From an optimization exercise on the open Yosys and OpenROAD flow, aimed at a short achievable clock period and few clock cycles; shortcuts taken in it are not production practice. Only simulation tests tie the RTL to the original design; equivalence was not proved.

==> v25: inputs <==
## cpu
module cpu (
    input  wire        clk_i,
    input  wire        rst_ni,
    input  wire [31:0] rdata_i,
    input  wire        irq_i,
    output wire [31:0] addr_o,
    output wire [31:0] wdata_o,
    output wire        we_o
);
export LEC_CHECK = 0
export ABC_CLOCK_PERIOD_IN_PS = 3000
export CAP_MARGIN = 20
export CELL_PAD_IN_SITES_DETAIL_PLACEMENT = 1
export CORE_MARGIN = 2
export CORE_UTILIZATION = 30
export GPL_ROUTABILITY_DRIVEN = 1
export GPL_TIMING_DRIVEN = 1
export PLACE_DENSITY = 0.45
export SLEW_MARGIN = 20
export SYNTH_MEMORY_MAX_BITS = 4096
create_clock -name core_clock -period 11.0 [get_ports {clk_i}]
standard.sh (not shown) runs the stock make flow with config.mk's settings and CLKGATE_MAP_FILE= SYNTH_SCRIPT=/design/flow/synth_recipe.tcl, a recipe that flattens the netlist after the stock synthesis.
==> flow/flow/run.sh <==
#!/bin/bash
set -euo pipefail
bash standard.sh SETUP_SLACK_MARGIN=7.5 TNS_END_PERCENT=100 finish > flow_standard.log 2>&1
==> v35 (differences from v25) <==
--- a/flow/design.v
+++ b/flow/design.v
@@ -21,15 +21,15 @@
   assign wdata_o = wdata_q;
   reg         d_v_q;
   reg  [31:0] d_pc_q;
   reg         d_pred_q;     
   reg         m_wen_q;      
   reg         l_wen_q;      
   reg  [ 4:0] l_rd_q;
-  reg         wl_v_q;       
+  reg         wl_v_q;
   reg  [ 4:0] wl_rd_q;
   reg  [31:0] ldq;
   reg         wx_v_q;
   reg  [ 4:0] wx_rd_q;
   reg  [31:0] wb_q;         
   wire [31:0] rfv [0:31];
   assign rfv[0] = 32'b0;
@@ -43,16 +43,15 @@
       end
       assign rfv[gi] = r;
     end
   endgenerate
   reg  [31:0] mstatus_q, mtvec_q, mepc_q;
   reg         mie_q, mcause31_q, mcause11_q, mip_q;
   reg         x_v_q;
-  reg         x_pred_q;      
-  reg         x_btbp_q;      
+  reg         x_pred_q;
   reg  [31:0] x_pc_q;
   reg  [ 4:0] x_rd_q;
   reg         x_wr_q;        
   reg         x_ld_q, x_st_q, x_br_q, x_jal_q, x_jalr_q, x_mret_q, x_ebreak_q;
   reg  [31:0] opa_q, opb_q, sd_q;
   reg         x_sub_q, x_sra_q;
   reg         sel_add_q, sel_slt_q, sel_sltu_q, sel_xor_q, sel_or_q, sel_and_q;
@@ -191,86 +190,69 @@
   wire x_fix = x_trap | x_mret_q | x_jalr_q;
   wire [31:0] fa_tk = x_fix ? x_tgt_c : tgt_q;
   wire [31:0] fa_nt = x_fix ? x_tgt_c : link_q;
   wire x_mem = x_exec && (x_ld_q || x_st_q);
   wire x_wx  = x_exec && x_wr_q && !x_ld_q;    
   wire r_issue  = r_v && !stall && !halt_q && !x_flush;
   wire r_stall  = r_v && stall && !halt_q && !x_flush;
-  wire r_fwd_sel = r_v && !halt_q && (is_jal || (is_br && ir[31] && !r_pred));
-  wire r_fwd     = r_fwd_sel && r_issue;
-  wire [13:0] bt_lo;
-  wire [21:0] jt_lo;
-  ks_add #(13, 4) u_bt (.a(d_pc_q[12:0]), .b(imm_b[12:0]), .cin(1'b0), .s(bt_lo[12:0]), .cout(bt_lo[13]));
-  ks_add #(21, 5) u_jt (.a(d_pc_q[20:0]), .b(imm_j[20:0]), .cin(1'b0), .s(jt_lo[20:0]), .cout(jt_lo[21]));
-  reg  [18:0] pb_inc, pb_dec;
-  reg  [10:0] pj_inc, pj_dec;
-  wire [18:0] pb_hi  = d_pc_q[31:13];
-  wire [10:0] pj_hi  = d_pc_q[31:21];
-  wire [18:0] bt_hi  = (bt_lo[13] == ir[31]) ? pb_hi : bt_lo[13] ? pb_inc : pb_dec;
-  wire [10:0] jt_hi  = (jt_lo[21] == ir[31]) ? pj_hi : jt_lo[21] ? pj_inc : pj_dec;
-  wire [31:0] r_tgt  = ir[3] ? {jt_hi, jt_lo[20:0]} : {bt_hi, bt_lo[12:0]};
   reg         rp_q;
   reg  [31:0] rp_pc_q;
   wire fetch_next = !halt_q && !x_eb && !x_mem;
   reg  [1:0]  btb_v;
   reg  [31:0] btb_tag0, btb_tag1, btb_tgt0, btb_tgt1;
   reg         btb_rr;
   wire hit0 = btb_v[0] && btb_tag0 == addr_q;
   wire hit1 = btb_v[1] && btb_tag1 == addr_q;
   wire btb_hit = fetch_q && (hit0 || hit1);
   wire [31:0] seq_fa  = !fetch_q ? fp_q : hit0 ? btb_tgt0 : hit1 ? btb_tgt1 : addr_q + 32'd4;
-  wire [31:0] seq2    = r_fwd_sel ? r_tgt : rp_q ? rp_pc_q : seq_fa;
-  wire [31:0] x_val   = x_mem ? asum : x_tk ? fa_tk : fa_nt;
-  wire        x_ovr   = x_mem | x_redir;
+  wire [31:0] seq2    = rp_q ? rp_pc_q : seq_fa;
+  wire [31:0] nfa_tk  = red_tk ? fa_tk : seq2;
+  wire [31:0] nfa_nt  = red_nt ? fa_nt : seq2;
+  wire [31:0] next_fa = x_tk ? nfa_tk : nfa_nt;
   always @(posedge clk_i) begin
     if (!rst_ni) begin
       addr_q   <= RESET_PC;
       we_q     <= 1'b0;
       fetch_q  <= 1'b1;
       load_q   <= 1'b0;
       halt_q   <= 1'b0;
       d_v_q    <= 1'b0;
       rp_q     <= 1'b0;
       m_wen_q  <= 1'b0;
-      wl_v_q   <= 1'b0;
       l_wen_q  <= 1'b0;
+      wl_v_q   <= 1'b0;
       wx_v_q   <= 1'b0;
       x_v_q    <= 1'b0;
     end else begin
       we_q    <= x_mem && x_st_q;
       load_q  <= x_mem && x_ld_q;
       fetch_q  <= fetch_next;
-      addr_q   <= x_ovr ? x_val : seq2;
+      addr_q   <= x_mem ? asum : next_fa;
       if (x_mem) fp_q <= x_pred_q ? link_q : seq2;
       if (x_eb) halt_q <= 1'b1;
-      d_v_q <= fetch_q && !x_flush && !r_stall && !rp_q && !r_fwd;
+      d_v_q <= fetch_q && !x_flush && !r_stall && !rp_q;
       rp_q  <= r_stall;
       m_wen_q <= x_mem && x_ld_q && x_wr_q;
       l_wen_q <= m_wen_q && !(x_wx && x_rd_q == m_rd_q);
       wl_v_q  <= l_wen_q && !(x_wx && x_rd_q == l_rd_q);
       wx_v_q <= x_wx;
       x_v_q <= r_issue;
     end
     d_pc_q   <= addr_q;
-    pb_inc   <= addr_q[31:13] + 19'd1;
-    pb_dec   <= addr_q[31:13] - 19'd1;
-    pj_inc   <= addr_q[31:21] + 11'd1;
-    pj_dec   <= addr_q[31:21] - 11'd1;
     rp_pc_q  <= d_pc_q;
     d_pred_q <= btb_hit;
     if (x_mem) wdata_q <= sd;
     m_rd_q  <= x_rd_q;
     l_rd_q  <= m_rd_q;
     wl_rd_q <= l_rd_q;
     ldq     <= rdata_i;
     wx_rd_q <= x_rd_q;
     if (x_exec && x_wr_q && !x_ld_q) wb_q <= x_res;
     begin
-      x_pred_q   <= r_pred || is_jal || (is_br && ir[31]);
-      x_btbp_q   <= r_pred;
+      x_pred_q   <= r_pred;
       x_pc_q     <= r_pc;
       x_rd_q     <= r_rd;
       x_wr_q     <= wr_rd;
       x_ld_q     <= is_ld;
       x_st_q     <= is_st;
       x_br_q     <= is_br;
       x_jal_q    <= is_jal;
@@ -309,15 +291,15 @@
   reg  [31:0] ins_pc_q, ins_tgt_q;
   always @(posedge clk_i) begin
     if (!rst_ni) begin
       ins_q  <= 1'b0;
       btb_v  <= 2'b00;
       btb_rr <= 1'b0;
     end else begin
-      ins_q <= x_exec && x_br_q && taken && !x_btbp_q;
+      ins_q <= x_exec && x_br_q && taken && !x_pred_q;
       if (ins_q) begin
         btb_rr <= ~btb_rr;
         btb_v[btb_rr] <= 1'b1;
       end
     end
     ins_pc_q  <= x_pc_q;
     ins_tgt_q <= tgt_q;
@@ -388,46 +370,14 @@
       mepc_q     <= n_mepc;
       mcause31_q <= n_mc31;
       mcause11_q <= n_mc11;
       mip_q      <= n_mip;
     end
   end
 endmodule
-module ks_add #(
-    parameter W = 32,
-    parameter L = 5      
-) (
-    input  wire [W-1:0] a,
-    input  wire [W-1:0] b,
-    input  wire         cin,
-    output wire [W-1:0] s,
-    output wire         cout
-);
-  wire [W-1:0] g [0:L];
-  wire [W-1:0] p [0:L];
-  wire [W-1:0] p0 = a ^ b;
-  assign g[0] = (a & b) | {{(W-1){1'b0}}, p0[0] & cin};
-  assign p[0] = p0;
-  genvar l, i;
-  generate
-    for (l = 1; l <= L; l = l + 1) begin : g_lvl
-      for (i = 0; i < W; i = i + 1) begin : g_bit
-        if (i >= (1 << (l - 1))) begin : g_op
-          assign g[l][i] = g[l-1][i] | (p[l-1][i] & g[l-1][i-(1<<(l-1))]);
-          assign p[l][i] = p[l-1][i] & p[l-1][i-(1<<(l-1))];
-        end else begin : g_pass
-          assign g[l][i] = g[l-1][i];
-          assign p[l][i] = p[l-1][i];
-        end
-      end
-    end
-  endgenerate
-  assign s    = p0 ^ {g[L][W-2:0], cin};
-  assign cout = g[L][W-1];
-endmodule
 module controller (
     input wire clk_i,
     input wire rst_ni,
     input wire [31:0] instruction_i,
     input wire ipending_i,
     output reg branch_op_o,
     output reg [31:0] imm_o,
==> v39 (differences from v25) <==
--- a/flow/design.v
+++ b/flow/design.v
@@ -21,15 +21,15 @@
   assign wdata_o = wdata_q;
   reg         d_v_q;
   reg  [31:0] d_pc_q;
   reg         d_pred_q;     
   reg         m_wen_q;      
   reg         l_wen_q;      
   reg  [ 4:0] l_rd_q;
-  reg         wl_v_q;       
+  reg         wl_v_q;
   reg  [ 4:0] wl_rd_q;
   reg  [31:0] ldq;
   reg         wx_v_q;
   reg  [ 4:0] wx_rd_q;
   reg  [31:0] wb_q;         
   wire [31:0] rfv [0:31];
   assign rfv[0] = 32'b0;
@@ -43,16 +43,15 @@
       end
       assign rfv[gi] = r;
     end
   endgenerate
   reg  [31:0] mstatus_q, mtvec_q, mepc_q;
   reg         mie_q, mcause31_q, mcause11_q, mip_q;
   reg         x_v_q;
-  reg         x_pred_q;      
-  reg         x_btbp_q;      
+  reg         x_pred_q;
   reg  [31:0] x_pc_q;
   reg  [ 4:0] x_rd_q;
   reg         x_wr_q;        
   reg         x_ld_q, x_st_q, x_br_q, x_jal_q, x_jalr_q, x_mret_q, x_ebreak_q;
   reg  [31:0] opa_q, opb_q, sd_q;
   reg         x_sub_q, x_sra_q;
   reg         sel_add_q, sel_slt_q, sel_sltu_q, sel_xor_q, sel_or_q, sel_and_q;
@@ -101,30 +100,31 @@
     for (k = 1; k < 32; k = k + 1) begin
       rf_a = rf_a | ({32{r_rs1 == k}} & rfv[k]);
       rf_b = rf_b | ({32{r_rs2 == k}} & rfv[k]);
     end
   end
   wire wx_a = wx_v_q && wx_rd_q == r_rs1;
   wire wx_b = wx_v_q && wx_rd_q == r_rs2;
+  wire wl_a = wl_v_q && wl_rd_q == r_rs1;
+  wire wl_b = wl_v_q && wl_rd_q == r_rs2;
   function automatic hz(input [31:0] w, input [4:0] d);
     reg u1, u2, wr;
     begin
       u1 = w[6:0] == 7'b0110011 || w[6:0] == 7'b0010011 || w[6:0] == 7'b0000011 ||
            w[6:0] == 7'b0100011 || w[6:0] == 7'b1100011 || w[6:0] == 7'b1100111 ||
            (w[6:0] == 7'b1110011 && !w[14]);
       u2 = w[6:0] == 7'b0110011 || w[6:0] == 7'b0100011 || w[6:0] == 7'b1100011;
       wr = w[6:0] == 7'b0110011 || w[6:0] == 7'b0010011 || w[6:0] == 7'b0110111 ||
            w[6:0] == 7'b0000011 || w[6:0] == 7'b1101111 || w[6:0] == 7'b1100111 ||
            w[6:0] == 7'b1110011;
       hz = (u1 && w[19:15] == d) || (u2 && w[24:20] == d);
     end
   endfunction
   wire ldx_v = x_v_q && x_ld_q && x_wr_q;
-  wire stall_d = (ldx_v && hz(rdata_i, x_rd_q)) || (m_wen_q && hz(rdata_i, m_rd_q)) ||
-                 (wl_v_q && hz(rdata_i, wl_rd_q));
+  wire stall_d = (ldx_v && hz(rdata_i, x_rd_q)) || (m_wen_q && hz(rdata_i, m_rd_q));
   wire stall = stall_d;
   wire x_alu_wr = x_v_q && x_wr_q && !x_ld_q;
   wire fa = x_alu_wr && x_rd_q == r_rs1;
   wire fb = x_alu_wr && x_rd_q == r_rs2;
   wire [31:0] opa_n, opb_n, sd_n;    
   wire x_trap = x_v_q && mip_q && !halt_q;
   wire x_exec = x_v_q && !mip_q && !halt_q;
@@ -154,25 +154,27 @@
                       ({32{sel_sll_q}} & sll) |
                       ({32{sel_sr_q}} & sr) |
                       ({32{sel_csr_q}} & csr_rd) |
                       ({32{sel_fix_q}} & fix_q);
   wire za    = is_csr && r_f3[2];         
   wire sa_x  = !za && fa;
   wire sa_wb = !za && !fa && wx_a;
-  wire sa_rf = !za && !fa && !wx_a;
-  assign opa_n = ({32{sa_x}} & x_res) | ({32{sa_wb}} & wb_q) |
+  wire sa_wl = !za && !fa && !wx_a && wl_a;
+  wire sa_rf = !za && !fa && !wx_a && !wl_a;
+  assign opa_n = ({32{sa_x}} & x_res) | ({32{sa_wb}} & wb_q) | ({32{sa_wl}} & ldq) |
                  ({32{za}} & {27'b0, r_rs1}) | ({32{sa_rf}} & rf_a);
   wire ib    = !(is_op | is_br);          
   wire sb_x  = fb;
   wire sb_wb = !fb && wx_b;
-  wire sb_rf = !fb && !wx_b;
-  assign sd_n  = ({32{sb_x}} & x_res) | ({32{sb_wb}} & wb_q) |
+  wire sb_wl = !fb && !wx_b && wl_b;
+  wire sb_rf = !fb && !wx_b && !wl_b;
+  assign sd_n  = ({32{sb_x}} & x_res) | ({32{sb_wb}} & wb_q) | ({32{sb_wl}} & ldq) |
                  ({32{sb_rf}} & rf_b);
   assign opb_n = ({32{!ib && sb_x}} & x_res) | ({32{!ib && sb_wb}} & wb_q) |
-                 ({32{!ib && sb_rf}} & rf_b) |
+                 ({32{!ib && sb_wl}} & ldq) | ({32{!ib && sb_rf}} & rf_b) |
                  ({32{ib}} & (is_st ? imm_s : imm_i));
   reg  [5:0] bc_q;    
   reg        jal_q;
   wire taken = (bc_q[0] & eq) | (bc_q[1] & !eq) | (bc_q[2] & lts) | (bc_q[3] & !lts) |
                (bc_q[4] & ltu) | (bc_q[5] & !ltu);
   wire x_tk     = taken | jal_q;
   wire x_jr     = x_exec && x_jalr_q;
@@ -191,86 +193,69 @@
   wire x_fix = x_trap | x_mret_q | x_jalr_q;
   wire [31:0] fa_tk = x_fix ? x_tgt_c : tgt_q;
   wire [31:0] fa_nt = x_fix ? x_tgt_c : link_q;
   wire x_mem = x_exec && (x_ld_q || x_st_q);
   wire x_wx  = x_exec && x_wr_q && !x_ld_q;    
   wire r_issue  = r_v && !stall && !halt_q && !x_flush;
   wire r_stall  = r_v && stall && !halt_q && !x_flush;
-  wire r_fwd_sel = r_v && !halt_q && (is_jal || (is_br && ir[31] && !r_pred));
-  wire r_fwd     = r_fwd_sel && r_issue;
-  wire [13:0] bt_lo;
-  wire [21:0] jt_lo;
-  ks_add #(13, 4) u_bt (.a(d_pc_q[12:0]), .b(imm_b[12:0]), .cin(1'b0), .s(bt_lo[12:0]), .cout(bt_lo[13]));
-  ks_add #(21, 5) u_jt (.a(d_pc_q[20:0]), .b(imm_j[20:0]), .cin(1'b0), .s(jt_lo[20:0]), .cout(jt_lo[21]));
-  reg  [18:0] pb_inc, pb_dec;
-  reg  [10:0] pj_inc, pj_dec;
-  wire [18:0] pb_hi  = d_pc_q[31:13];
-  wire [10:0] pj_hi  = d_pc_q[31:21];
-  wire [18:0] bt_hi  = (bt_lo[13] == ir[31]) ? pb_hi : bt_lo[13] ? pb_inc : pb_dec;
-  wire [10:0] jt_hi  = (jt_lo[21] == ir[31]) ? pj_hi : jt_lo[21] ? pj_inc : pj_dec;
-  wire [31:0] r_tgt  = ir[3] ? {jt_hi, jt_lo[20:0]} : {bt_hi, bt_lo[12:0]};
   reg         rp_q;
   reg  [31:0] rp_pc_q;
   wire fetch_next = !halt_q && !x_eb && !x_mem;
   reg  [1:0]  btb_v;
   reg  [31:0] btb_tag0, btb_tag1, btb_tgt0, btb_tgt1;
   reg         btb_rr;
   wire hit0 = btb_v[0] && btb_tag0 == addr_q;
   wire hit1 = btb_v[1] && btb_tag1 == addr_q;
   wire btb_hit = fetch_q && (hit0 || hit1);
   wire [31:0] seq_fa  = !fetch_q ? fp_q : hit0 ? btb_tgt0 : hit1 ? btb_tgt1 : addr_q + 32'd4;
-  wire [31:0] seq2    = r_fwd_sel ? r_tgt : rp_q ? rp_pc_q : seq_fa;
-  wire [31:0] x_val   = x_mem ? asum : x_tk ? fa_tk : fa_nt;
-  wire        x_ovr   = x_mem | x_redir;
+  wire [31:0] seq2    = rp_q ? rp_pc_q : seq_fa;
+  wire [31:0] nfa_tk  = red_tk ? fa_tk : seq2;
+  wire [31:0] nfa_nt  = red_nt ? fa_nt : seq2;
+  wire [31:0] next_fa = x_tk ? nfa_tk : nfa_nt;
   always @(posedge clk_i) begin
     if (!rst_ni) begin
       addr_q   <= RESET_PC;
       we_q     <= 1'b0;
       fetch_q  <= 1'b1;
       load_q   <= 1'b0;
       halt_q   <= 1'b0;
       d_v_q    <= 1'b0;
       rp_q     <= 1'b0;
       m_wen_q  <= 1'b0;
-      wl_v_q   <= 1'b0;
       l_wen_q  <= 1'b0;
+      wl_v_q   <= 1'b0;
       wx_v_q   <= 1'b0;
       x_v_q    <= 1'b0;
     end else begin
       we_q    <= x_mem && x_st_q;
       load_q  <= x_mem && x_ld_q;
       fetch_q  <= fetch_next;
-      addr_q   <= x_ovr ? x_val : seq2;
+      addr_q   <= x_mem ? asum : next_fa;
       if (x_mem) fp_q <= x_pred_q ? link_q : seq2;
       if (x_eb) halt_q <= 1'b1;
-      d_v_q <= fetch_q && !x_flush && !r_stall && !rp_q && !r_fwd;
+      d_v_q <= fetch_q && !x_flush && !r_stall && !rp_q;
       rp_q  <= r_stall;
       m_wen_q <= x_mem && x_ld_q && x_wr_q;
       l_wen_q <= m_wen_q && !(x_wx && x_rd_q == m_rd_q);
       wl_v_q  <= l_wen_q && !(x_wx && x_rd_q == l_rd_q);
       wx_v_q <= x_wx;
       x_v_q <= r_issue;
     end
     d_pc_q   <= addr_q;
-    pb_inc   <= addr_q[31:13] + 19'd1;
-    pb_dec   <= addr_q[31:13] - 19'd1;
-    pj_inc   <= addr_q[31:21] + 11'd1;
-    pj_dec   <= addr_q[31:21] - 11'd1;
     rp_pc_q  <= d_pc_q;
     d_pred_q <= btb_hit;
     if (x_mem) wdata_q <= sd;
     m_rd_q  <= x_rd_q;
     l_rd_q  <= m_rd_q;
     wl_rd_q <= l_rd_q;
     ldq     <= rdata_i;
     wx_rd_q <= x_rd_q;
     if (x_exec && x_wr_q && !x_ld_q) wb_q <= x_res;
     begin
-      x_pred_q   <= r_pred || is_jal || (is_br && ir[31]);
-      x_btbp_q   <= r_pred;
+      x_pred_q   <= r_pred;
       x_pc_q     <= r_pc;
       x_rd_q     <= r_rd;
       x_wr_q     <= wr_rd;
       x_ld_q     <= is_ld;
       x_st_q     <= is_st;
       x_br_q     <= is_br;
       x_jal_q    <= is_jal;
@@ -309,15 +294,15 @@
   reg  [31:0] ins_pc_q, ins_tgt_q;
   always @(posedge clk_i) begin
     if (!rst_ni) begin
       ins_q  <= 1'b0;
       btb_v  <= 2'b00;
       btb_rr <= 1'b0;
     end else begin
-      ins_q <= x_exec && x_br_q && taken && !x_btbp_q;
+      ins_q <= x_exec && x_br_q && taken && !x_pred_q;
       if (ins_q) begin
         btb_rr <= ~btb_rr;
         btb_v[btb_rr] <= 1'b1;
       end
     end
     ins_pc_q  <= x_pc_q;
     ins_tgt_q <= tgt_q;
@@ -388,46 +373,14 @@
       mepc_q     <= n_mepc;
       mcause31_q <= n_mc31;
       mcause11_q <= n_mc11;
       mip_q      <= n_mip;
     end
   end
 endmodule
-module ks_add #(
-    parameter W = 32,
-    parameter L = 5      
-) (
-    input  wire [W-1:0] a,
-    input  wire [W-1:0] b,
-    input  wire         cin,
-    output wire [W-1:0] s,
-    output wire         cout
-);
-  wire [W-1:0] g [0:L];
-  wire [W-1:0] p [0:L];
-  wire [W-1:0] p0 = a ^ b;
-  assign g[0] = (a & b) | {{(W-1){1'b0}}, p0[0] & cin};
-  assign p[0] = p0;
-  genvar l, i;
-  generate
-    for (l = 1; l <= L; l = l + 1) begin : g_lvl
-      for (i = 0; i < W; i = i + 1) begin : g_bit
-        if (i >= (1 << (l - 1))) begin : g_op
-          assign g[l][i] = g[l-1][i] | (p[l-1][i] & g[l-1][i-(1<<(l-1))]);
-          assign p[l][i] = p[l-1][i] & p[l-1][i-(1<<(l-1))];
-        end else begin : g_pass
-          assign g[l][i] = g[l-1][i];
-          assign p[l][i] = p[l-1][i];
-        end
-      end
-    end
-  endgenerate
-  assign s    = p0 ^ {g[L][W-2:0], cin};
-  assign cout = g[L][W-1];
-endmodule
 module controller (
     input wire clk_i,
     input wire rst_ni,
     input wire [31:0] instruction_i,
     input wire ipending_i,
     output reg branch_op_o,
     output reg [31:0] imm_o,
==> flow_metrics.tcl <==
set metrics [dict create \
    met3_usage_pct 16.1 \
    fin_nets 9074 \
    placed_area_mm2 0.101 \
    status "complete, no violations" \
    pre_cts_ws_ns 4.01 \
    core_mm2 0.309 \
    use_met1_pct 45.9 \
    row_count 204 \
    pg_comb_mw 3.26 \
    power_density_mw_per_mm2 147 \
    hold_path_end "x_pred_q" \
    yosys_warnings 1 \
    postSynthCellCount 8326 \
    r2r_slack_ns 6.90 \
]
the above is filed under v39

==> flow_metrics.tcl <==
set metrics [dict create \
    status "complete, no violations" \
    cp_common_cell "buf_6" \
    fin_nets 9558 \
    row_count 208 \
    pre_cts_ws_ns 3.79 \
    power_density_mw_per_mm2 138 \
    core_mm2 0.320 \
    yosys_warnings 3 \
    clk_pin_slew_ns 0.06 \
    met3_usage_pct 13.4 \
    use_met1_pct 44.6 \
    synth_top_family_by_area "compound AO/OA/AOI/OAI gates" \
    placed_area_mm2 0.105 \
    hold_path_end "wl_rd_q[2]" \
    r2r_slack_ns 6.64 \
    seq_power_share_pct 42.1 \
]
the above is filed under v25

==> flow_metrics.tcl <==
set metrics [dict create \
    fin_nets 8750 \
    placed_area_mm2 0.0996 \
    pre_cts_ws_ns 4.26 \
    postSynthCellCount 8089 \
    power_density_mw_per_mm2 149 \
    pg_comb_mw 3.00 \
    row_count 203 \
    status "complete, no violations" \
    hold_path_end "x_pred_q" \
]
the above is filed under v35

Testbench counts of v25, summed over its fixed seeds: cycles 78,086.
Testbench counts of v35, summed over its fixed seeds: cycles 79,646.
Testbench counts of v39, summed over its fixed seeds: cycles 79,157.

separate check: timing with driven ports:
How much do the figures lean on ideal ports? The routed layouts below were timed once more, with nothing changed but the port constraints. Step 1 sets driving cells, clkbuf_16 on the clock port and buf_2 on the other inputs (assumed; they add their load-dependent delay and slew). Step 2 also shifts input and output timing later by t, the mid clock arrival at the registers, as if the neighbouring blocks saw the same clock. Slacks: ideal / step 1 / step 2; pairs: ideal / step 1.
| run | t, ns | setup slack, ns | worst hold slack (ns) | worst setup path at the end | clock arrival spread, ns |
|---|---|---|---|---|---|
| v25 | 1.040 | 6.315 / 6.367 / 5.327 | 0.364 / 0.364 / 0.364 | input to register | 0.093 / 0.093 |
| v35 | 1.045 | 6.613 / 6.613 / 5.651 | 0.330 / 0.330 / 0.330 | input to register | 0.126 / 0.126 |
| v39 | 1.044 | 6.462 / 6.244 / 5.200 | 0.343 / 0.343 / 0.343 | input to register | 0.072 / 0.072 |
After both steps setup and hold are still met in every run listed. For v39, which loses most, drivers alone change the setup slack by -0.218 ns; drivers and shift together by -1.262 ns.
